What follows belongs to an exercise in optimizing a design on an open flow for small area; a production flow would make more cautious choices.
No functional check of the RTL was part of this run.
The clock cells of this run come from the design's own scripts or RTL, not from TritonCTS.
The clock input has no modelled driver; a real chip could not lean on it and would need a root buffer or a full tree.
Power figures rest on the tool's default switching activity, not on a simulated workload.

`design.v`:
```
module pcs_8b_10b(clk, reset, tx_rd_in, tx_char_val, tx_data_in, tx_data_out, rx_rd_in, rx_char_val, rx_data_in, rx_data_out);
  input clk ;
  wire clk ;
  input reset ;
  wire reset ;
  input tx_rd_in ;
  wire tx_rd_in ;
  input tx_char_val ;
  wire tx_char_val ;
  input [7:0] tx_data_in ;
  wire [7:0] tx_data_in ;
  output [9:0] tx_data_out ;
  reg [9:0] tx_data_out ;
  input rx_rd_in ;
  wire rx_rd_in ;
  output rx_char_val ;
  input [9:0] rx_data_in ;
  wire [9:0] rx_data_in ;
  output [7:0] rx_data_out ;
  wire [1:0] e000 ;
  wire [9:0] e001 ;
  wire e002 ;
  wire e003 ;
  wire e004 ;
  wire e005 ;
  wire e006 ;
  wire e007 ;
  wire e008 ;
  wire e009 ;
  wire e010 ;
  wire e011 ;
  wire e012 ;
  wire e013 ;
  wire e014 ;
  wire e015 ;
  wire e016 ;
  wire e017 ;
  wire e018 ;
  wire e019 ;
  wire e020 ;
  wire e021 ;
  wire e022 ;
  wire e023 ;
  wire e024 ;
  wire e025 ;
  wire e026 ;
  wire e027 ;
  wire e028 ;
  wire e029 ;
  wire e030 ;
  wire e031 ;
  wire e032 ;
  wire e033 ;
  wire e034 ;
  wire e035 ;
  wire e036 ;
  wire e037 ;
  wire e038 ;
  wire e039 ;
  wire e040 ;
  wire e041 ;
  wire e042 ;
  wire e043 ;
  wire e044 ;
  wire e045 ;
  wire e046 ;
  wire e047 ;
  wire e048 ;
  wire e049 ;
  wire e050 ;
  wire e051 ;
  wire e052 ;
  wire e053 ;
  wire e054 ;
  wire e055 ;
  wire e056 ;
  wire e057 ;
  wire e058 ;
  wire e059 ;
  wire e060 ;
  wire e061 ;
  wire e062 ;
  wire e063 ;
  wire e064 ;
  wire e065 ;
  wire e066 ;
  wire e067 ;
  wire e068 ;
  wire e069 ;
  wire e070 ;
  wire e071 ;
  wire e072 ;
  wire e073 ;
  wire e074 ;
  wire e075 ;
  wire e076 ;
  wire e077 ;
  wire e078 ;
  wire e079 ;
  wire e080 ;
  wire e081 ;
  wire e082 ;
  wire e083 ;
  wire e084 ;
  wire e085 ;
  wire e086 ;
  wire e087 ;
  wire e088 ;
  wire e089 ;
  wire e090 ;
  reg [1:0] e_hi_r ;
  wire [1:0] e_kk_r ;
  reg [3:0] e_lo_r ;
  reg e_rd_r ;
  wire in_k28 ;
  reg k28 ;
  assign e027 = ~e_lo_r[2] ;
  assign e028 = ~e_lo_r[3] ;
  assign e029 = ~e_lo_r[1] ;
  assign e030 = ~(e_lo_r[0] | e_lo_r[2]) ;
  assign e031 = e_lo_r[0] & e_lo_r[2] ;
  assign e032 = e029 ? e030 : e031 ;
  assign e033 = e032 & ~(e028) ;
  assign e034 = e033 & ~(e027) ;
  assign e035 = e030 | e_lo_r[1] ;
  assign e036 = tx_char_val & ~(e_kk_r[0]) ;
  assign e037 = k28 & tx_char_val ;
  assign e038 = ~(e037 | e036) ;
  assign e039 = ~(e038 & e035) ;
  assign e040 = ~(e039 | e034) ;
  assign e041 = ~(tx_char_val | tx_data_in[4]) ;
  assign e042 = ~e032 ;
  assign e043 = e029 & ~(e031) ;
  assign e044 = ~(e043 | e030) ;
  assign e045 = e044 | e_lo_r[3] ;
  assign e046 = ~(e045 | e042) ;
  assign e047 = e034 | ~(e041) ;
  assign e048 = e047 | e046 ;
  assign e049 = ~(e048 | e042) ;
  assign e050 = e041 & ~(e049) ;
  assign e051 = e044 & ~(e028) ;
  assign e052 = e042 & ~(e051) ;
  assign e053 = tx_char_val | ~(tx_data_in[4]) ;
  assign e054 = e052 & ~(e053) ;
  assign e055 = e_rd_r & ~(e054) ;
  assign e056 = e_lo_r[3] ? e042 : e044 ;
  assign e057 = ~e056 ;
  assign e058 = e057 & ~(e055) ;
  assign e059 = e050 ? e058 : e055 ;
  assign e001[8] = e059 ^ e040 ;
  assign e060 = ~e036 ;
  assign e061 = e027 & ~(e046) ;
  assign e062 = e060 & ~(e061) ;
  assign e063 = e062 | e037 ;
  assign e064 = e063 | e049 ;
  assign e001[7] = e064 ^ e059 ;
  assign e065 = e_lo_r[3] & ~(e036) ;
  assign e066 = e065 & ~(e032) ;
  assign e067 = e066 | e037 ;
  assign e001[6] = e067 ^ e059 ;
  assign e068 = e036 & ~(k28) ;
  assign e069 = e068 | ~(e048) ;
  assign e070 = e050 & ~(e057) ;
  assign e071 = e070 | ~(e055) ;
  assign e001[5] = e071 ^ e069 ;
  assign e072 = e060 & ~(e056) ;
  assign e073 = ~(e072 | e037) ;
  assign e074 = ~(e052 & e041) ;
  assign e075 = ~(e074 & e073) ;
  assign e001[4] = e071 ? e075 : e073 ;
  assign e076 = ~(e_hi_r[0] | e_hi_r[1]) ;
  assign e077 = ~e076 ;
  assign e078 = e_hi_r[0] & e_hi_r[1] ;
  assign e079 = e078 | tx_char_val ;
  assign e080 = e077 & ~(e079) ;
  assign e081 = e_rd_r & ~(e080) ;
  assign e082 = ~(e078 ^ e_kk_r[0]) ;
  assign e083 = e082 | ~(e037) ;
  assign e084 = e076 ^ tx_data_in[7] ;
  assign e085 = e084 & ~(tx_char_val) ;
  assign e086 = e083 & ~(e085) ;
  assign e087 = e086 & ~(e_hi_r[0]) ;
  assign e088 = e087 | e_hi_r[1] ;
  assign e089 = k28 & ~(e_hi_r[0]) ;
  assign e090 = tx_char_val & ~(e089) ;
  assign e002 = e088 & ~(e090) ;
  assign e001[2] = e002 ^ e081 ;
  assign e001[1] = ~(e086 ^ e081) ;
  assign e003 = e080 & tx_data_in[7] ;
  assign e004 = ~e081 ;
  assign e005 = e_kk_r[0] | ~(e037) ;
  assign e006 = e077 & ~(e005) ;
  assign e007 = e079 & ~(e006) ;
  assign e008 = e007 ? e_rd_r : e004 ;
  assign e001[0] = e008 & ~(e003) ;
  assign e009 = ~(e033 | e_lo_r[0]) ;
  assign e010 = e038 & ~(e009) ;
  assign e001[9] = e010 ^ e059 ;
  assign e011 = k28 & ~(e_hi_r[1]) ;
  assign e012 = e011 | ~(e036) ;
  assign e013 = ~(e012 & e_hi_r[0]) ;
  assign e014 = e038 & ~(e080) ;
  assign e015 = e013 & ~(e014) ;
  assign e001[3] = e015 ^ e004 ;
  assign e016 = ~(tx_data_in[0] | tx_data_in[1]) ;
  assign e017 = tx_data_in[2] & tx_data_in[3] ;
  assign e018 = ~(e017 & tx_data_in[4]) ;
  assign in_k28 = e016 & ~(e018) ;
  assign e019 = tx_data_in[0] & tx_data_in[1] ;
  assign e020 = e019 ^ e017 ;
  assign e021 = ~(tx_data_in[6] & tx_data_in[5]) ;
  assign e022 = e021 & ~(e016) ;
  assign e023 = ~(tx_data_in[2] | tx_data_in[3]) ;
  assign e024 = ~(tx_data_in[7] & tx_data_in[4]) ;
  assign e025 = e024 | e023 ;
  assign e026 = e025 | e022 ;
  assign e000[0] = e020 & ~(e026) ;
  always @(posedge clk)
      e_lo_r[0] <= tx_data_in[0] ;
  always @(posedge clk)
      e_lo_r[1] <= tx_data_in[1] ;
  always @(posedge clk)
      e_lo_r[2] <= tx_data_in[2] ;
  always @(posedge clk)
      e_lo_r[3] <= tx_data_in[3] ;
  always @(posedge clk)
      e_hi_r[0] <= tx_data_in[5] ;
  always @(posedge clk)
      e_hi_r[1] <= tx_data_in[6] ;
  always @(posedge clk)
      e_rd_r <= tx_rd_in ;
  reg e_kk_r_reg_0 ;
  always @(posedge clk)
      e_kk_r_reg_0  <= e000[0] ;
  assign e_kk_r[0] = e_kk_r_reg_0 ;
  always @(posedge clk)
      k28 <= in_k28 ;
  always @(posedge clk)
      tx_data_out[0] <= e001[0] ;
  always @(posedge clk)
      tx_data_out[1] <= e001[1] ;
  always @(posedge clk)
      tx_data_out[2] <= e001[2] ;
  always @(posedge clk)
      tx_data_out[3] <= e001[3] ;
  always @(posedge clk)
      tx_data_out[4] <= e001[4] ;
  always @(posedge clk)
      tx_data_out[5] <= e001[5] ;
  always @(posedge clk)
      tx_data_out[6] <= e001[6] ;
  always @(posedge clk)
      tx_data_out[7] <= e001[7] ;
  always @(posedge clk)
      tx_data_out[8] <= e001[8] ;
  always @(posedge clk)
      tx_data_out[9] <= e001[9] ;
  assign e000[1] = in_k28 ;
  assign e_kk_r[1] = k28 ;
  reg rx_char_val ;
  reg [7:0] rx_data_out ;
  wire [7:0] d000 ;
  wire [8:0] d001 ;
  wire d002 ;
  wire d003 ;
  wire d004 ;
  wire d005 ;
  wire d006 ;
  wire d007 ;
  wire d008 ;
  wire d009 ;
  wire d010 ;
  wire d011 ;
  wire d012 ;
  wire d013 ;
  wire d014 ;
  wire d015 ;
  wire d016 ;
  wire d017 ;
  wire d018 ;
  wire d019 ;
  wire d020 ;
  wire d021 ;
  wire d022 ;
  wire d023 ;
  wire d024 ;
  wire d025 ;
  wire d026 ;
  wire d027 ;
  wire d028 ;
  wire d029 ;
  wire d030 ;
  wire d031 ;
  wire d032 ;
  wire d033 ;
  wire d034 ;
  wire d035 ;
  wire d036 ;
  wire d037 ;
  wire d038 ;
  wire d039 ;
  wire d040 ;
  wire d041 ;
  wire d042 ;
  wire d043 ;
  wire d044 ;
  wire d045 ;
  wire d046 ;
  wire d047 ;
  wire d048 ;
  wire d049 ;
  wire d050 ;
  wire d051 ;
  wire d052 ;
  wire d053 ;
  wire d054 ;
  wire d055 ;
  wire d056 ;
  wire d057 ;
  wire d058 ;
  wire d059 ;
  wire d060 ;
  wire d061 ;
  wire d062 ;
  wire d063 ;
  wire d064 ;
  wire d065 ;
  wire d066 ;
  wire d067 ;
  wire d068 ;
  wire d069 ;
  wire d070 ;
  wire d071 ;
  wire d072 ;
  wire d073 ;
  wire d074 ;
  wire d075 ;
  wire d076 ;
  wire d077 ;
  wire d078 ;
  wire d079 ;
  wire d080 ;
  wire d081 ;
  wire d082 ;
  wire d083 ;
  wire d084 ;
  wire d085 ;
  wire d086 ;
  wire d087 ;
  wire d088 ;
  wire d089 ;
  wire d090 ;
  wire d091 ;
  wire d092 ;
  wire d093 ;
  wire d094 ;
  wire d095 ;
  wire d096 ;
  wire d097 ;
  wire d098 ;
  wire d099 ;
  wire d100 ;
  wire d101 ;
  wire d102 ;
  wire d103 ;
  wire d104 ;
  wire d105 ;
  wire [4:0] d5 ;
  reg [7:0] dec_r ;
  wire kc ;
  reg [8:0] sel_r ;
  assign d046 = ~(rx_data_in[5] & rx_data_in[4]) ;
  assign d047 = ~(rx_data_in[9] | rx_data_in[7]) ;
  assign d048 = ~(rx_data_in[8] | rx_data_in[6]) ;
  assign d049 = ~(d048 | d047) ;
  assign d050 = d049 & ~(d046) ;
  assign d051 = rx_data_in[5] | rx_data_in[4] ;
  assign d052 = rx_data_in[9] & rx_data_in[7] ;
  assign d053 = rx_data_in[8] & rx_data_in[6] ;
  assign d054 = ~(d053 | d052) ;
  assign d055 = d054 & ~(d051) ;
  assign d056 = d055 | d050 ;
  assign d057 = ~rx_data_in[8] ;
  assign d058 = d057 ? d047 : d052 ;
  assign d059 = ~(d053 | d048) ;
  assign d060 = d058 & ~(d059) ;
  assign d061 = ~(d060 | d056) ;
  assign d062 = d054 & d049 ;
  assign d063 = ~(d062 | d061) ;
  assign d064 = ~d058 ;
  assign d065 = d057 & ~(d052) ;
  assign d066 = d065 | d047 ;
  assign d067 = d051 & d046 ;
  assign d068 = ~(d067 ^ rx_data_in[6]) ;
  assign d069 = d068 ^ d066 ;
  assign d070 = d064 & ~(d069) ;
  assign d071 = rx_data_in[8] | rx_data_in[5] ;
  assign d072 = rx_data_in[9] & ~(d071) ;
  assign d073 = ~(d072 | rx_data_in[4]) ;
  assign d074 = ~rx_data_in[9] ;
  assign d075 = ~(rx_data_in[8] & rx_data_in[5]) ;
  assign d076 = d074 & ~(d075) ;
  assign d077 = ~(d076 | d073) ;
  assign d078 = d070 ? rx_rd_in : d077 ;
  assign d079 = d078 ^ rx_data_in[6] ;
  assign d5[3] = d079 & ~(d063) ;
  assign d080 = ~(d070 | d067) ;
  assign d081 = d078 ^ rx_data_in[7] ;
  assign d082 = ~(d081 | d080) ;
  assign d5[2] = d061 & ~(d082) ;
  assign d083 = d078 ^ d057 ;
  assign d5[1] = d061 & ~(d083) ;
  assign d084 = ~rx_rd_in ;
  assign d085 = d078 & ~(rx_data_in[9]) ;
  assign d086 = d085 & d056 ;
  assign d087 = d084 & ~(d086) ;
  assign d088 = d078 | d074 ;
  assign d089 = d056 & ~(d088) ;
  assign d090 = ~(d089 | d087) ;
  assign d091 = rx_data_in[3] & rx_data_in[2] ;
  assign d092 = ~(rx_data_in[3] | rx_data_in[2]) ;
  assign d093 = rx_data_in[0] ? d092 : d091 ;
  assign d094 = ~d093 ;
  assign d095 = rx_data_in[2] & ~(rx_data_in[3]) ;
  assign d096 = ~d095 ;
  assign d097 = ~(rx_data_in[1] & rx_data_in[0]) ;
  assign d098 = rx_data_in[1] | rx_data_in[0] ;
  assign d099 = d098 & d097 ;
  assign d100 = d099 & ~(d096) ;
  assign d101 = d094 & ~(d100) ;
  assign d102 = rx_data_in[0] | ~(rx_data_in[1]) ;
  assign d103 = rx_data_in[3] & ~(d102) ;
  assign d104 = rx_data_in[0] & ~(rx_data_in[2]) ;
  assign d105 = d104 & ~(rx_data_in[1]) ;
  assign d002 = d105 | d103 ;
  assign d003 = d094 & ~(d002) ;
  assign d004 = d090 ? d101 : d003 ;
  assign d000[5] = ~d004 ;
  assign d005 = d070 ? rx_rd_in : d066 ;
  assign d006 = d005 | rx_data_in[5] ;
  assign d007 = d005 & rx_data_in[5] ;
  assign d008 = d007 | d063 ;
  assign d5[4] = d006 & ~(d008) ;
  assign d009 = d084 & ~(d091) ;
  assign d010 = rx_data_in[3] & ~(d098) ;
  assign d011 = ~(d010 & d049) ;
  assign d012 = d011 | ~(d009) ;
  assign d013 = d097 | d084 ;
  assign d014 = d013 | d096 ;
  assign d015 = d054 & ~(d014) ;
  assign d016 = d012 & ~(d015) ;
  assign d017 = d016 | d062 ;
  assign d018 = d5[4] & ~(d017) ;
  assign d019 = ~(d097 | d092) ;
  assign d020 = d019 | ~(d009) ;
  assign d021 = ~(d020 & d090) ;
  assign d022 = d098 | d091 ;
  assign d023 = d092 | d084 ;
  assign d024 = d023 | ~(d022) ;
  assign d025 = d024 & ~(d090) ;
  assign d026 = rx_data_in[1] ? d091 : d092 ;
  assign d027 = d026 | d025 ;
  assign d028 = d021 & ~(d027) ;
  assign d029 = ~(d028 | d018) ;
  assign kc = ~d029 ;
  assign d001[3] = d029 ? dec_r[3] : d064 ;
  assign d030 = d090 ? d003 : d101 ;
  assign d000[6] = ~d030 ;
  assign d031 = dec_r[7] | ~(d029) ;
  assign d032 = rx_data_in[1] | ~(rx_data_in[0]) ;
  assign d033 = d084 ? d102 : d032 ;
  assign d034 = ~(d028 & d016) ;
  assign d035 = d033 & ~(d034) ;
  assign d001[7] = d031 & ~(d035) ;
  assign d001[4] = dec_r[4] | ~(d029) ;
  assign d036 = d085 | d080 ;
  assign d037 = d088 & ~(d036) ;
  assign d5[0] = d061 & ~(d037) ;
  assign d001[0] = d029 ? dec_r[0] : d5[0] ;
  assign d038 = dec_r[6] | ~(d029) ;
  assign d039 = d004 & ~(d034) ;
  assign d001[6] = d038 & ~(d039) ;
  assign d040 = dec_r[5] | ~(d029) ;
  assign d041 = d030 & ~(d034) ;
  assign d001[5] = d040 & ~(d041) ;
  assign d042 = ~d082 ;
  assign d001[2] = d029 ? dec_r[2] : d042 ;
  assign d001[1] = d029 ? dec_r[1] : d5[1] ;
  assign d043 = ~(d092 | d091) ;
  assign d044 = d090 ^ rx_data_in[1] ;
  assign d045 = d043 & ~(d044) ;
  assign d000[7] = d099 & ~(d045) ;
  always @(posedge clk)
      dec_r[0] <= d5[0] ;
  always @(posedge clk)
      dec_r[1] <= d5[1] ;
  always @(posedge clk)
      dec_r[2] <= d5[2] ;
  always @(posedge clk)
      dec_r[3] <= d5[3] ;
  always @(posedge clk)
      dec_r[4] <= d5[4] ;
  always @(posedge clk)
      dec_r[5] <= d000[5] ;
  always @(posedge clk)
      dec_r[6] <= d000[6] ;
  always @(posedge clk)
      dec_r[7] <= d000[7] ;
  always @(posedge clk)
      sel_r[0] <= d001[0] ;
  always @(posedge clk)
      sel_r[1] <= d001[1] ;
  always @(posedge clk)
      sel_r[2] <= d001[2] ;
  always @(posedge clk)
      sel_r[3] <= d001[3] ;
  always @(posedge clk)
      sel_r[4] <= d001[4] ;
  always @(posedge clk)
      sel_r[5] <= d001[5] ;
  always @(posedge clk)
      sel_r[6] <= d001[6] ;
  always @(posedge clk)
      sel_r[7] <= d001[7] ;
  always @(posedge clk)
      sel_r[8] <= kc ;
  always @(posedge clk)
      rx_data_out[0] <= sel_r[0] ;
  always @(posedge clk)
      rx_data_out[1] <= sel_r[1] ;
  always @(posedge clk)
      rx_data_out[2] <= sel_r[2] ;
  always @(posedge clk)
      rx_data_out[3] <= sel_r[3] ;
  always @(posedge clk)
      rx_data_out[4] <= sel_r[4] ;
  always @(posedge clk)
      rx_data_out[5] <= sel_r[5] ;
  always @(posedge clk)
      rx_data_out[6] <= sel_r[6] ;
  always @(posedge clk)
      rx_data_out[7] <= sel_r[7] ;
  always @(posedge clk)
      rx_char_val <= sel_r[8] ;
  assign d000[4:0] = d5 ;
  assign d001[8] = kc ;
endmodule
```
`flow/run.sh`:
```
#!/bin/bash
# Own layout flow: the standard layout (standard.sh) with three changes.
#  1. Synthesis is the standard script (synth_recipe.tcl) with the combinational
#     mapping step changed: no half/full-adder extraction and an area-oriented
#     ABC mapping (flow/area.abc). Registers are made by the same Yosys passes as
#     in the standard synthesis, so they keep their names and cell types.
#  2. Ports are buffered with sky130_fd_sc_hd__buf_1 instead of the default.
#  3. The clock tree is built by flow/cts_pre.tcl (a few clock buffers, each
#     driving one group of nearby clock pins) in place of clock_tree_synthesis.
# Each tool's output goes to a log file of its own in the work folder.
set -euo pipefail
WORK="$(cd "$(dirname "$0")/.." && pwd)"
cd "$WORK"

# synthesis script: the standard one with our mapping step
sed -e "s#@AREA_ABC@#$WORK/flow/area.abc#" flow/synth_pre.tcl > "$WORK/own_synth.tcl"
tail -n +2 synth_recipe.tcl >> "$WORK/own_synth.tcl"

# the standard make line, with our synthesis script
sed -e "s#SYNTH_SCRIPT=[^ ]*#SYNTH_SCRIPT=$WORK/own_synth.tcl#" standard.sh > own_standard.sh

bash own_standard.sh synth > "$WORK/log_synth.txt" 2>&1

export PRE_CTS_TCL="$WORK/flow/cts_pre.tcl"
export BUFFER_PORTS_ARGS="-buffer_cell sky130_fd_sc_hd__buf_1"
bash own_standard.sh > "$WORK/log_layout.txt" 2>&1
test -s out/final.def
```
`flow/area.abc`:
```
strash
&get -n
&dch -f
&nf -R 30 -p -C 32 -F 8
&put
topo
```
`flow/cts_pre.tcl`:
```
# Clock tree: the clock pins are split into CLK_GROUPS groups (k-means on their
# positions, default 3) and each group gets one buffer (CLKBUF_CELL, default
# sky130_fd_sc_hd__clkbuf_8) at its centre, driven by the clock port. This
# replaces clock_tree_synthesis for this small design; the rest of the standard
# CTS step (legalisation, timing repair) runs as usual.
proc clock_tree_synthesis { args } {
  set cell sky130_fd_sc_hd__clkbuf_8
  if { [info exists ::env(CLKBUF_CELL)] } { set cell $::env(CLKBUF_CELL) }
  set k 3
  if { [info exists ::env(CLK_GROUPS)] } { set k $::env(CLK_GROUPS) }
  set block [ord::get_db_block]
  set clk_net [$block findNet clk]
  set master [[ord::get_db] findMaster $cell]
  set sinks {}
  set xs {}
  set ys {}
  foreach it [$clk_net getITerms] {
    set box [[$it getInst] getBBox]
    lappend sinks $it
    lappend xs [expr { ([$box xMin] + [$box xMax]) / 2.0 }]
    lappend ys [expr { ([$box yMin] + [$box yMax]) / 2.0 }]
  }
  set n [llength $sinks]
  # initial centres: sinks in x order, evenly spaced
  set order [lsort -real -indices $xs]
  set cx {}
  set cy {}
  for { set g 0 } { $g < $k } { incr g } {
    set i [lindex $order [expr { int(($g + 0.5) * $n / $k) }]]
    lappend cx [lindex $xs $i]
    lappend cy [lindex $ys $i]
  }
  for { set iter 0 } { $iter < 50 } { incr iter } {
    set assign {}
    for { set i 0 } { $i < $n } { incr i } {
      set best 0
      set bd 1e30
      for { set g 0 } { $g < $k } { incr g } {
        set d [expr { abs([lindex $xs $i] - [lindex $cx $g]) + abs([lindex $ys $i] - [lindex $cy $g]) }]
        if { $d < $bd } { set bd $d; set best $g }
      }
      lappend assign $best
    }
    set ncx {}
    set ncy {}
    for { set g 0 } { $g < $k } { incr g } {
      set m 0; set ax 0.0; set ay 0.0
      for { set i 0 } { $i < $n } { incr i } {
        if { [lindex $assign $i] == $g } {
          set ax [expr { $ax + [lindex $xs $i] }]
          set ay [expr { $ay + [lindex $ys $i] }]
          incr m
        }
      }
      if { $m > 0 } {
        lappend ncx [expr { $ax / $m }]
        lappend ncy [expr { $ay / $m }]
      } else {
        lappend ncx [lindex $cx $g]
        lappend ncy [lindex $cy $g]
      }
    }
    set cx $ncx
    set cy $ncy
  }
  for { set g 0 } { $g < $k } { incr g } {
    set buf [odb::dbInst_create $block $master clkbuf_$g]
    set net [odb::dbNet_create $block clknet_$g]
    $net setSigType CLOCK
    set m 0
    for { set i 0 } { $i < $n } { incr i } {
      if { [lindex $assign $i] == $g } {
        set it [lindex $sinks $i]
        $it disconnect
        $it connect $net
        incr m
      }
    }
    [$buf findITerm A] connect $clk_net
    [$buf findITerm X] connect $net
    $buf setLocation [expr { int([lindex $cx $g]) }] [expr { int([lindex $cy $g]) }]
    $buf setPlacementStatus PLACED
    puts "clock buffer clkbuf_$g ($cell) drives $m clock pins"
  }
  set_propagated_clock [all_clocks]
}
```
`flow/synth_pre.tcl`:
```
proc synth {args} { yosys synth -nofsm -noshare {*}$args }
# no half/full-adder extraction
proc extract_fa {args} { puts "extract_fa skipped" }
# area-only mapping script in place of the standard one
proc abc {args} {
  set out {}
  set skip 0
  foreach a $args {
    if { $skip } { set skip 0; continue }
    if { $a eq "-script" } { lappend out -script @AREA_ABC@; set skip 1; continue }
    if { $a eq "-D" } { set skip 1; continue }
    lappend out $a
  }
  yosys abc {*}$out
}
```
`standard.sh`:
```
#!/bin/bash
# synth_recipe.tcl (not shown) runs the flow's synth.tcl, then flattens the netlist and writes it again
# the make line also repeats each setting of config.mk as NAME=value (left out here)
make -C /OpenROAD-flow-scripts/flow DESIGN_CONFIG=/design/flow/config.mk WORK_HOME=/design/flow/orfs CLKGATE_MAP_FILE= SYNTH_SCRIPT=/design/flow/synth_recipe.tcl "${@:-finish}"
```
`config.mk`:
```
export PLATFORM = sky130hd
export DESIGN_NAME = pcs_8b_10b
export DESIGN_NICKNAME = pcs_8b_10b
export VERILOG_FILES = /design/flow/design.v
export SDC_FILE = /design/flow/constraint.sdc
export NUM_CORES = 4
export LEC_CHECK = 0
export CAP_MARGIN = 20
export CORE_MARGIN = 2
export CORE_UTILIZATION = 60
export GPL_TIMING_DRIVEN = 0
export PLACE_DENSITY = 0.7
export SLEW_MARGIN = 20
```
`constraint.sdc`:
```
create_clock -name core_clock -period 4.0 [get_ports {clk}]
set_input_delay 0.8000 -clock core_clock [delete_from_list [all_inputs] [get_ports {clk}]]
set_output_delay 0.8000 -clock core_clock [all_outputs]
set_load 0.01 [all_outputs]
```
==> impl_metrics.yaml <==
power_and_ir_drop:
  clockPowerShare: 0.190
  internal_power_uw: 676.4
  power.density_nw_per_um2: 441.7
  cellLeakagePower_nw: 0.8151
  ir_drop_mv: 0.2146
  switching_power_uw: 244.4
  power_frac_comb: 0.216
  sw_frac_of_total: 0.2654
  total_power_uw: 920.8
  sequentialPowerShare: 0.594
drt:
  num_vias: 1542
  wire_per_inst_um: 12.59
  first_pass_iters: 4
  first_iter_violations: 79
  postRouteAntennaNets: 0
  viasPerCell: 5.648
  drt_wl_total_um: 3437
  route.detailed.drc: 0
placed_design:
  gp_congestion: 0.8459
  placed_cells: 270
  dpl.hpwl_um: 2662
  place_ws_ns: -0.3080
  post_dp_cell_area_sq_um: 2033
  port_buffers: 40
yosys:
  yosysSeqAreaShare: 0.4891
  synth_nets: 220
  synth_cell_types: 40
  synth_warnings: 1
  syn_area_sq_um: 1842
  syn_area_per_cell_sq_um: 9.349
  ys_seq_elements: 45
  syn_inst: 197
floorplanning:
  die_h_um: 59.41
  die-area_sq_um: 3529
  dieWidth_um: 59.41
  rows: 20
  coreArea_sq_um: 2978
  pin_count: 42
  start_util: 0.6185
critical_path:
  timing.rr.end: "tx_data_out[9]"
  critical_path_required_ns: 4.03
  r2r_start: "e_lo_r[2]"
  cp_max_fo: 9
  crit_type: "primary input to flip-flop"
  critPathCaptureType: "flip-flop"
  r2r_slack_ns: 1.99
  startpoint_type: "primary input"
  worst_r2r_path_depth: 7
  cp_data_arrival_time_ns: 3.81
hold_path:
  hp-start: "sel_r[2]"
  min_path_cells: 0
  hold_class: "flip-flop to flip-flop"
  holdPathEnd: "rx_data_out[2]"
cts:
  post_cts_buffers: 0
  clkTransAtPathRegs_ns: 0.08
  hold_buffers: 0
  postCtsResizedCells: 1
  worst_skew_pair.late_latency_ns: 0.15
sta:
  drv_slew: 0
  period_needed_ns: 3.779
  setup_slack_ns: 0.2209
  rsz0062_at_grt: "false"
  skew_ns: 0.004911
  slew_headroom: 0.5554
  hold_violations: 0
  worst_pin_slew_ns: 0.6599
  setup-tns-final_ns: 0
  hold-worst-slack_ns: 0.3323
  setup_viol: 0
  clock.fmax_mhz: 264.6
  fin_crit_sh: 0.9448
global_routing:
  grt_max_degree: 17
  grt_pass1_vias: 1453
  antenna_found_initial: 0
  track_usage: 0.2098
  grt_pass1_wl_um: 5940
  grt_overflow: 0
final_layout:
  area_growth_pct: 13.18
  post-route-util: 0.7000
  stdcell_count: 273
  nets: 265
  layout-drive-gt1-share: 0.02083
  fin_area_sq_um: 2085
  antennaDiodeCount: 0
job:
  maxCapViolations: 0
run_status:
  status: "no timing/DRC/antenna violations"
cells by family (layout without fill, tap and decap cells):
group,after synthesis,after routing,share of synthesized area
xor gates and xnor gates,19,19,0.09782
adders and majority gates,1,1,0.005435
buffers and inverters,4,47,0.008150
DFF,45,45,0.4891
AOI/OAI and AO/OA,45,45,0.1515
and+or+nand+nor,74,74,0.1957
muxes,9,9,0.05231
power by group through the flow:
stage                     Clock [mW]  Combinational (mW)  Sequential, mW
after floorplan                    0               0.111           0.573
after global placement             0               0.189           0.555
after detailed placement           0               0.195           0.558
after CTS                      0.175               0.198           0.548
after global routing           0.201               0.226           0.557
final                          0.175               0.199           0.547
cells in the mapped netlist, drive strengths merged:
cell type	n	area (sq um)
a21oi	15	75.07
nand3b	1	7.510
clkinv	4	15.01
dfxtp	45	900.9
nand2b	6	37.54
o21bai	1	7.510
and3	2	12.51
nor2b	2	12.51
o311a	1	10.01
nor3	5	25.02
nor3b	1	7.510
xor2	10	87.58
a22o	1	8.760
nor2	20	75.07
xnor2	8	70.07
and2	2	12.51
and3b	1	8.760
a31oi	2	12.51
a41oi	1	8.760
nand3	5	25.02
a211oi	1	7.510
a31o	1	8.760
mux2	5	56.30
xnor3	1	22.52
a21o	1	7.510
maj3	1	10.01
o22a	3	26.28
or3b	1	8.760
nor4b	1	8.760
o21a	1	7.510
o21ai	11	55.05
o22ai	3	18.77
nand2	20	75.07
o2bb2ai	1	8.760
o211ai	1	7.510
nor4	1	6.260
nand4	1	6.260
or2	5	31.28
o32ai	1	8.760
mux2i	4	40.04
registers in the layout, indices dropped and copies added (netlist names):
name          cells
dec_r             8
e_hi_r            2
e_kk_r_reg_0      1
e_lo_r            4
e_rd_r            1
k28               1
rx_char_val       1
rx_data_out       8
sel_r             9
tx_data_out      10
cells in the final DEF (no fill, tap or decap), types with 6 or more instances in the layout:
| master | count |
|---|---|
| nand2_1 | 20 |
| dfxtp_1 | 45 |
| nor2_1 | 20 |
| buf_1 | 40 |
| xnor2_1 | 8 |
| xor2_1 | 10 |
| o21ai_0 | 11 |
| a21oi_1 | 15 |
| nand2b_1 | 6 |
worst max-delay path, cell delays in order:
cell and delay (ns):
buf_1 0.23, xnor3_1 0.47, xor2_1 0.15, nand2_1 0.15, mux2i_2 0.48, nor3b_1 0.10, o21a_1 0.27, mux2_1 0.39
o2bb2ai_2 0.39, mux2_1 0.38
per-layer routing:
| metal | global-route usage | share of wire |
|---|---|---|
| met5 | 0 | 0 |
| met4 | 0.06818 | 0.026 |
| met3 | 0.01092 | 0.031 |
| met2 | 0.4066 | 0.56 |
| met1 | 0.2408 | 0.39 |
worst max path at each step:
stage                     slack [ns]  depth (start not counted)     startpoint  endpoint
after floorplan                 0.46                          9  rx_data_in[7]  sel_r[0]
after CTS                       0.05                         10  rx_data_in[5]  sel_r[1]
after detailed placement       -0.31                         10  rx_data_in[5]  sel_r[1]
final                           0.22                         10  rx_data_in[5]  sel_r[1]
after global routing            0.02                         10  rx_data_in[5]  sel_r[1]
after global placement         -0.20                         10  rx_data_in[5]  sel_r[2]
final cells by class:
| cell class | instances | area, sq um |
|---|---|---|
| multi-input combinational | 148 | 935.9 |
| sequential | 45 | 900.9 |
| tap | 33 | 41.29 |
| buffer | 3 | 41.29 |
| fill | 268 | 893.4 |
| inverter | 4 | 15.01 |
| timing repair buffer | 40 | 150.1 |

==> re-timing with driven ports <==
In the flow no input, the clock included, has a driving cell. The finished layout below was timed again as built, in two steps.
Step 1 (the two cells are an assumption about what drives the block):
set clk [get_ports {clk}]
set_driving_cell -lib_cell sky130_fd_sc_hd__clkbuf_16 $clk
set_driving_cell -lib_cell sky130_fd_sc_hd__buf_2 [delete_from_list [all_inputs] $clk]
Step 2 times the ports against the registers' clock, not the clock port: input delays grow and output delays shrink by t, the midpoint of the rising clock arrivals with the driver on.
Three values: no drivers, after step 1, after step 2; two values: the first two.
t (ns): 0.188
slack for setup (ns): 0.221 / 0.241 / 0.053
worst register clock-pin slew, ns: 0.09 / 0.09
worst slew at a driven data input, ns: 0.04
cell pins on the clock port's net: 3
After both steps setup and hold are still met in this run. For this run, drivers alone change the setup slack by +0.020 ns; drivers and shift together by -0.168 ns.
